From an optimization exercise on the open Yosys and OpenROAD flow, aimed at small area and a short achievable clock period; shortcuts taken in it are not production practice. Function was checked by simulation only, so behaviour that the tests miss may differ from the original. The clock port is modelled as an ideal driver, which makes a skipped or thinned clock tree look cheaper than it is; a real chip needs a root buffer or a tree. No activity file was given, so power comes from the tool's default toggle rates.

==> flow/design.v <==
module ram_dp_ar_aw (
  input             clk,
  input             we,         
  input      [15:0] wlo,        
  input      [15:0] whi,        
  input       [7:0] wdata,
  input      [63:0] row_sel,    
  output reg [127:0] col_q      
);
reg [7:0] mem [0:255];
genvar wi;
generate
  for (wi = 0; wi < 256; wi = wi + 1) begin : wr_g
    always @(posedge clk)
      if (we && whi[wi/16] && wlo[wi%16])
        mem[wi] <= wdata;
  end
endgenerate
integer r, c;
function integer grp(input integer col);
  grp = (col == 0) ? 0 : (col <= 5) ? 1 : (col <= 10) ? 2 : 3;
endfunction
reg [127:0] col_d;
always @(*) begin
  col_d = 128'd0;
  for (c = 0; c < 16; c = c + 1)
    for (r = 0; r < 16; r = r + 1)
      col_d[8*c +: 8] = col_d[8*c +: 8] |
        (mem[16*r+c] & {8{row_sel[16*grp(c) + r]}});
end
always @(posedge clk)
  col_q <= col_d;
endmodule
module syn_fifo (
  input        clk,
  input        rst,
  input        wr_cs,
  input        rd_cs,
  input  [7:0] data_in,
  input        rd_en,
  input        wr_en,
  output [7:0] data_out,
  output       empty,
  output       full
);
wire wr = wr_cs & wr_en;
wire rd = rd_cs & rd_en;
reg        wr_q;
reg  [7:0] din_q, din_qq;
reg  [15:1] wr_lo_h;           
reg         wr_lo0_n;          
reg  [15:1] wr_hi_h;           
reg         wr_hi0_n;
wire [15:0] wr_lo = {wr_lo_h, ~wr_lo0_n};
wire [15:0] wr_hi = {wr_hi_h, ~wr_hi0_n};
always @(posedge clk or posedge rst)
  if (rst)
    wr_q <= 1'b0;
  else
    wr_q <= wr;
always @(posedge clk) begin
  din_q  <= data_in;
  din_qq <= din_q;
end
always @(posedge clk or posedge rst)
  if (rst) begin
    wr_lo_h  <= 15'd0;
    wr_lo0_n <= 1'b0;
    wr_hi_h  <= 15'd0;
    wr_hi0_n <= 1'b0;
  end else if (wr_q) begin
    wr_lo_h  <= wr_lo[14:0];
    wr_lo0_n <= ~wr_lo[15];
    if (wr_lo[15]) begin
      wr_hi_h  <= wr_hi[14:0];
      wr_hi0_n <= ~wr_hi[15];
    end
  end
reg  [15:1] rd_col_h;
reg         rd_col0_n;
wire [15:0] rd_col = {rd_col_h, ~rd_col0_n};
wire [15:0] rd_col_nx = rd ? {rd_col[14:0], rd_col[15]} : rd_col;
always @(posedge clk or posedge rst)
  if (rst) begin
    rd_col_h  <= 15'd0;
    rd_col0_n <= 1'b0;
  end else begin
    rd_col_h  <= rd_col_nx[15:1];
    rd_col0_n <= ~rd_col_nx[0];
  end
localparam [15:0] GHI = {4'd15, 4'd10, 4'd5, 4'd0};    
reg  [15:1] rd_rows_h [0:3];
reg  [3:0]  rd_rows0_n;
wire [63:0] rd_rows;
genvar gg;
generate
  for (gg = 0; gg < 4; gg = gg + 1) begin : ring_g
    wire [15:0] cur = {rd_rows_h[gg], ~rd_rows0_n[gg]};
    assign rd_rows[16*gg +: 16] = cur;
    always @(posedge clk or posedge rst)
      if (rst) begin
        rd_rows_h[gg]  <= 15'd0;
        rd_rows0_n[gg] <= 1'b0;
      end else if (rd && rd_col[GHI[4*gg +: 4]]) begin
        rd_rows_h[gg]  <= cur[14:0];
        rd_rows0_n[gg] <= ~cur[15];
      end
  end
endgenerate
reg  [7:0] cnt_q;
reg        inc_q, dec_q;
reg        not_empty, is1, is2, is254, is255;
reg        empty_r, full_r;      
reg        byp1, byp2;     
wire       inc = wr & ~rd;
wire       dec = rd & ~wr;
wire [7:0] cnt = cnt_q + {{7{dec_q}}, dec_q | inc_q};
wire       cnt_is3   = inc_q ? (cnt_q == 8'd2)   : dec_q ? (cnt_q == 8'd4)   : (cnt_q == 8'd3);
wire       cnt_is253 = inc_q ? (cnt_q == 8'd252) : dec_q ? (cnt_q == 8'd254) : (cnt_q == 8'd253);
always @(posedge clk or posedge rst)
  if (rst) begin
    cnt_q <= 8'd0;
    inc_q <= 1'b0;
    dec_q <= 1'b0;
  end else begin
    cnt_q <= cnt;
    inc_q <= inc;
    dec_q <= dec;
  end
always @(posedge clk or posedge rst)
  if (rst) begin
    not_empty  <= 1'b0;
    is1        <= 1'b0;
    is2        <= 1'b0;
    is254      <= 1'b0;
    is255      <= 1'b0;
  end else if (dec) begin
    not_empty  <= ~is1;
    is1        <= is2;
    is2        <= cnt_is3;
    is254      <= is255;
    is255      <= 1'b0;
  end else if (inc) begin
    not_empty  <= 1'b1;
    is1        <= ~not_empty;
    is2        <= is1;
    is254      <= cnt_is253;
    is255      <= is254;
  end
always @(posedge clk)
  if (rst) begin
    empty_r    <= 1'b1;
    full_r     <= 1'b0;
  end else if (dec) begin
    empty_r    <= is1;
    full_r     <= 1'b0;
  end else if (inc) begin
    empty_r    <= 1'b0;
    full_r     <= is254;
  end
wire byp1_nx = wr   & (rd ? is1 : ~not_empty);
wire byp2_nx = wr_q & (rd ? is2 : is1);
always @(posedge clk or posedge rst)
  if (rst) begin
    byp1 <= 1'b0;
    byp2 <= 1'b0;
  end else begin
    byp1 <= byp1_nx;
    byp2 <= byp2_nx;
  end
assign empty = empty_r;
assign full  = full_r;
reg  [15:1] col_sel_h;
reg         col_sel0_n;
wire [15:0] col_sel = {col_sel_h, ~col_sel0_n};
wire [15:0] col_sel_nx = rd_col_nx & {16{~(byp1_nx | byp2_nx)}};
always @(posedge clk or posedge rst)
  if (rst) begin
    col_sel_h  <= 15'd0;
    col_sel0_n <= 1'b0;
  end else begin
    col_sel_h  <= col_sel_nx[15:1];
    col_sel0_n <= ~col_sel_nx[0];
  end
wire [127:0] col_q;
reg  [7:0]  head;
integer c;
always @(*) begin
  head = (din_q & {8{byp1}}) | (din_qq & {8{byp2}});
  for (c = 0; c < 16; c = c + 1)
    head = head | (col_q[8*c +: 8] & {8{col_sel[c]}});
end
reg [7:0] data_out_r, data_keep_n;
always @(posedge clk)
  if (rst) begin
    data_out_r  <= 8'd0;
    data_keep_n <= 8'hff;
  end else begin
    data_out_r  <= rd ? head : ~data_keep_n;
    data_keep_n <= rd ? ~head : data_keep_n;
  end
assign data_out = data_out_r;
ram_dp_ar_aw DP_RAM (
  .clk      (clk),
  .we       (wr_q),
  .wlo      (wr_lo),
  .whi      (wr_hi),
  .wdata    (din_q),
  .row_sel  (rd_rows),
  .col_q    (col_q)
);
endmodule
Settings: LEC_CHECK=0, CAP_MARGIN=20, CORE_MARGIN=2, CORE_UTILIZATION=70, SETUP_SLACK_MARGIN=2.2, SLEW_MARGIN=20, SYNTH_MEMORY_MAX_BITS=4096; clock period 4.0 ns.
standard.sh (not shown) runs the stock make flow with config.mk's settings and CLKGATE_MAP_FILE= SYNTH_SCRIPT=/design/flow/synth_recipe.tcl, a recipe that flattens the netlist after the stock synthesis.
==> flow/flow/run.sh <==
#!/bin/bash
# Own flow: the standard layout, except that
#  - the clock tree is built by flow/mcts.tcl (a shallow tree of clock
#    buffers over flip-flop clusters found by recursive bisection) instead
#    of TritonCTS,
#  - the port buffers are buf_4 (buffer_ports otherwise picks a delay
#    buffer, which is slow on the input and output paths), and
#  - sky130_fd_sc_hd__a222oi_1, which comes in one weak size only, is added
#    to the platform's don't-use list, so that synthesis does not put it on
#    paths that the resizer then cannot speed up.
# Every tool's output goes to the ORFS logs under orfs/logs; this script's
# own output goes to run.log.
set -euo pipefail
cd "$(dirname "$0")/.."
exec > >(tee run.log) 2>&1
DU="sky130_fd_sc_hd__probe_p_8 sky130_fd_sc_hd__probec_p_8 sky130_fd_sc_hd__lpflow_bleeder_1 sky130_fd_sc_hd__lpflow_clkbufkapwr_1 sky130_fd_sc_hd__lpflow_clkbufkapwr_16 sky130_fd_sc_hd__lpflow_clkbufkapwr_2 sky130_fd_sc_hd__lpflow_clkbufkapwr_4 sky130_fd_sc_hd__lpflow_clkbufkapwr_8 sky130_fd_sc_hd__lpflow_clkinvkapwr_1 sky130_fd_sc_hd__lpflow_clkinvkapwr_16 sky130_fd_sc_hd__lpflow_clkinvkapwr_2 sky130_fd_sc_hd__lpflow_clkinvkapwr_4 sky130_fd_sc_hd__lpflow_clkinvkapwr_8 sky130_fd_sc_hd__lpflow_decapkapwr_12 sky130_fd_sc_hd__lpflow_decapkapwr_3 sky130_fd_sc_hd__lpflow_decapkapwr_4 sky130_fd_sc_hd__lpflow_decapkapwr_6 sky130_fd_sc_hd__lpflow_decapkapwr_8 sky130_fd_sc_hd__lpflow_inputiso0n_1 sky130_fd_sc_hd__lpflow_inputiso0p_1 sky130_fd_sc_hd__lpflow_inputiso1n_1 sky130_fd_sc_hd__lpflow_inputiso1p_1 sky130_fd_sc_hd__lpflow_inputisolatch_1 sky130_fd_sc_hd__lpflow_isobufsrc_1 sky130_fd_sc_hd__lpflow_isobufsrc_16 sky130_fd_sc_hd__lpflow_isobufsrc_2 sky130_fd_sc_hd__lpflow_isobufsrc_4 sky130_fd_sc_hd__lpflow_isobufsrc_8 sky130_fd_sc_hd__lpflow_isobufsrckapwr_16 sky130_fd_sc_hd__lpflow_lsbuf_lh_hl_isowell_tap_1 sky130_fd_sc_hd__lpflow_lsbuf_lh_hl_isowell_tap_2 sky130_fd_sc_hd__lpflow_lsbuf_lh_hl_isowell_tap_4 sky130_fd_sc_hd__lpflow_lsbuf_lh_isowell_4 sky130_fd_sc_hd__lpflow_lsbuf_lh_isowell_tap_1 sky130_fd_sc_hd__lpflow_lsbuf_lh_isowell_tap_2 sky130_fd_sc_hd__lpflow_lsbuf_lh_isowell_tap_4 sky130_fd_sc_hd__a222oi_1"
bash standard.sh DONT_USE_CELLS="$DU" PRE_CTS_TCL="$PWD/flow/cts_hook.tcl" \
  BUFFER_PORTS_ARGS="-buffer_cell sky130_fd_sc_hd__buf_4" finish
==> flow/flow/cts_hook.tcl <==
# PRE_CTS_TCL hook: move the output port buffers next to the flip-flops
# that drive them (flow/obuf.tcl), build the clock tree by hand
# (flow/mcts.tcl) in place of
# TritonCTS, then let the rest of ORFS's CTS step (legalisation, timing
# repair) run as usual.
source [file join [file dirname [info script]] mcts.tcl]
source [file join [file dirname [info script]] obuf.tcl]
obuf_move
set mcts_levels {{128 sky130_fd_sc_hd__clkbuf_8} {16 sky130_fd_sc_hd__clkbuf_16} {4 sky130_fd_sc_hd__clkbuf_16}}
if {[info exists ::env(MCTS_LEVELS)]} { set mcts_levels $::env(MCTS_LEVELS) }
mcts_build2 $mcts_levels
mcts_fix_leaves 0.11 sky130_fd_sc_hd__clkbuf_16
rename clock_tree_synthesis tritoncts_unused
proc clock_tree_synthesis {args} {
  puts "clock tree built by flow/mcts.tcl"
  set_propagated_clock [all_clocks]
}
==> flow/flow/mcts.tcl <==
proc mcts_split {items n} {
  # items: list of {obj x y}; return n groups (n a power of 2)
  if {$n <= 1} { return [list $items] }
  set xs {}; set ys {}
  foreach it $items { lappend xs [lindex $it 1]; lappend ys [lindex $it 2] }
  set xs [lsort -integer $xs]; set ys [lsort -integer $ys]
  set dx [expr {[lindex $xs end]-[lindex $xs 0]}]
  set dy [expr {[lindex $ys end]-[lindex $ys 0]}]
  set k [expr {$dx >= $dy ? 1 : 2}]
  set s [lsort -integer -index $k $items]
  set h [expr {[llength $s]/2}]
  set a [lrange $s 0 [expr {$h-1}]]; set b [lrange $s $h end]
  return [concat [mcts_split $a [expr {$n/2}]] [mcts_split $b [expr {$n/2}]]]
}
proc mcts_build2 {levels} {
  # levels: list of {ngroups master} from the leaves up
  set block [ord::get_db_block]
  set db [ord::get_db]
  set clknet [$block findNet clk]
  set items {}
  foreach it [$clknet getITerms] {
    set l [[$it getInst] getLocation]
    lappend items [list $it [lindex $l 0] [lindex $l 1]]
  }
  set lvl 0
  foreach lv $levels {
    lassign $lv ng bn
    set buf [$db findMaster $bn]
    set next {}
    set gi 0
    foreach grp [mcts_split $items $ng] {
      set sx 0; set sy 0
      foreach item $grp { set sx [expr {$sx+[lindex $item 1]}]; set sy [expr {$sy+[lindex $item 2]}] }
      set n [llength $grp]
      set cx [expr {int($sx/$n)}]; set cy [expr {int($sy/$n)}]
      set bi [odb::dbInst_create $block $buf "ctsbuf_L${lvl}_${gi}"]
      $bi setLocation $cx $cy
      $bi setPlacementStatus PLACED
      set net [odb::dbNet_create $block "clknet_L${lvl}_${gi}"]
      $net setSigType CLOCK
      foreach item $grp { set it [lindex $item 0]; $it disconnect; $it connect $net }
      [$bi findITerm X] connect $net
      lappend next [list [$bi findITerm A] $cx $cy]
      incr gi
    }
    puts "mcts: level $lvl: [llength $next] x $bn for [llength $items] loads"
    set items $next
    incr lvl
  }
  foreach item $items { [lindex $item 0] connect $clknet }
}

# Leaf buffers (level 0) whose flip-flops see a clock slew above lim (ns,
# placement estimate) are swapped for master big.
proc mcts_fix_leaves {lim big} {
  set block [ord::get_db_block]
  set bigm [[ord::get_db] findMaster $big]
  set_propagated_clock [all_clocks]
  estimate_parasitics -placement
  set n 0
  foreach inst [$block getInsts] {
    if {![string match ctsbuf_L0_* [$inst getName]]} { continue }
    set net [[$inst findITerm X] getNet]
    set worst 0
    foreach it [$net getITerms] {
      if {[$it isOutputSignal]} { continue }
      set pin [get_pins [$it getName]]
      set s [get_property $pin slew_max]
      if {$s > $worst} { set worst $s }
    }
    if {$worst > $lim && [[$inst getMaster] getName] ne $big} {
      $inst swapMaster $bigm
      incr n
    }
  }
  puts "mcts: $n leaf buffers swapped for $big"
}
Other scripts of this flow, unchanged in this note and not shown: flow/flow/obuf.tcl
The baseline completed with no timing, DRC or antenna violations.
Then changed:
--- a/flow/flow/cts_hook.tcl
+++ b/flow/flow/cts_hook.tcl
@@ -12 +11,0 @@
-mcts_fix_leaves 0.11 sky130_fd_sc_hd__clkbuf_16
--- a/flow/flow/mcts.tcl
+++ b/flow/flow/mcts.tcl
@@ -52,26 +51,0 @@
-
-# Leaf buffers (level 0) whose flip-flops see a clock slew above lim (ns,
-# placement estimate) are swapped for master big.
-proc mcts_fix_leaves {lim big} {
-  set block [ord::get_db_block]
-  set bigm [[ord::get_db] findMaster $big]
-  set_propagated_clock [all_clocks]
-  estimate_parasitics -placement
-  set n 0
-  foreach inst [$block getInsts] {
-    if {![string match ctsbuf_L0_* [$inst getName]]} { continue }
-    set net [[$inst findITerm X] getNet]
-    set worst 0
-    foreach it [$net getITerms] {
-      if {[$it isOutputSignal]} { continue }
-      set pin [get_pins [$it getName]]
-      set s [get_property $pin slew_max]
-      if {$s > $worst} { set worst $s }
-    }
-    if {$worst > $lim && [[$inst getMaster] getName] ne $big} {
-      $inst swapMaster $bigm
-      incr n
-    }
-  }
-  puts "mcts: $n leaf buffers swapped for $big"
-}
- CORE_UTILIZATION: 70 -> 60
The changed run finished with timing, DRC and antenna clean.
Global-route usage went down by 3.6 points.
Flip-flop and latch count stays the same.
Maximum frequency barely changes.
Via count went down by 0.47%.
Routed wire length went up by 5.9%.
Total power hardly moves.
Area after synthesis does not change.
Cell count went up by 3.7%.
Worst hold slack gets better by 0.011 ns.
Then changed:
--- a/flow/flow/cts_hook.tcl
+++ b/flow/flow/cts_hook.tcl
@@ -11,0 +12 @@
+mcts_fix_leaves 0.11 sky130_fd_sc_hd__clkbuf_16
--- a/flow/flow/mcts.tcl
+++ b/flow/flow/mcts.tcl
@@ -51,0 +52,26 @@
+
+# Leaf buffers (level 0) whose flip-flops see a clock slew above lim (ns,
+# placement estimate) are swapped for master big.
+proc mcts_fix_leaves {lim big} {
+  set block [ord::get_db_block]
+  set bigm [[ord::get_db] findMaster $big]
+  set_propagated_clock [all_clocks]
+  estimate_parasitics -placement
+  set n 0
+  foreach inst [$block getInsts] {
+    if {![string match ctsbuf_L0_* [$inst getName]]} { continue }
+    set net [[$inst findITerm X] getNet]
+    set worst 0
+    foreach it [$net getITerms] {
+      if {[$it isOutputSignal]} { continue }
+      set pin [get_pins [$it getName]]
+      set s [get_property $pin slew_max]
+      if {$s > $worst} { set worst $s }
+    }
+    if {$worst > $lim && [[$inst getMaster] getName] ne $big} {
+      $inst swapMaster $bigm
+      incr n
+    }
+  }
+  puts "mcts: $n leaf buffers swapped for $big"
+}
What happened:
- Now the flow produced a layout that fails on antenna violations
- routed wire length hardly moves
- synthesized cell count does not change
- area after synthesis does not change
- cell area barely changes
In every run of this note, the design's own scripts or RTL, not TritonCTS, make the clock network.

what the ideal ports hide:
How much do the figures lean on ideal ports? The routed layouts below were timed once more, with nothing changed but the port constraints. Step 1 sets driving cells, clkbuf_16 on the clock port and buf_2 on the other inputs (assumed; they add their load-dependent delay and slew). Step 2 also shifts input and output timing later by t, the mid clock arrival at the registers, as if the neighbouring blocks saw the same clock. Three values: ideal ports, drivers, drivers and shift; two values: the first two.
run | shift t [ns] | slack for setup (ns) | slew at the worst register clock pin (ns) | worst slew at a driven data input, ns | cell pins on the clock port's net
the first run | 0.732 | 2.135 / 1.985 / 1.713 | 0.12 / 0.12 | 0.11 | 4
the second run | 0.736 | 2.138 / 1.973 / 1.691 | 0.12 / 0.12 | 0.10 | 4
the third run | 0.738 | 2.131 / 2.005 / 1.671 | 0.12 / 0.12 | 0.09 | 4
For the third run, which loses most, drivers alone change the setup slack by -0.126 ns; drivers and shift together by -0.460 ns.
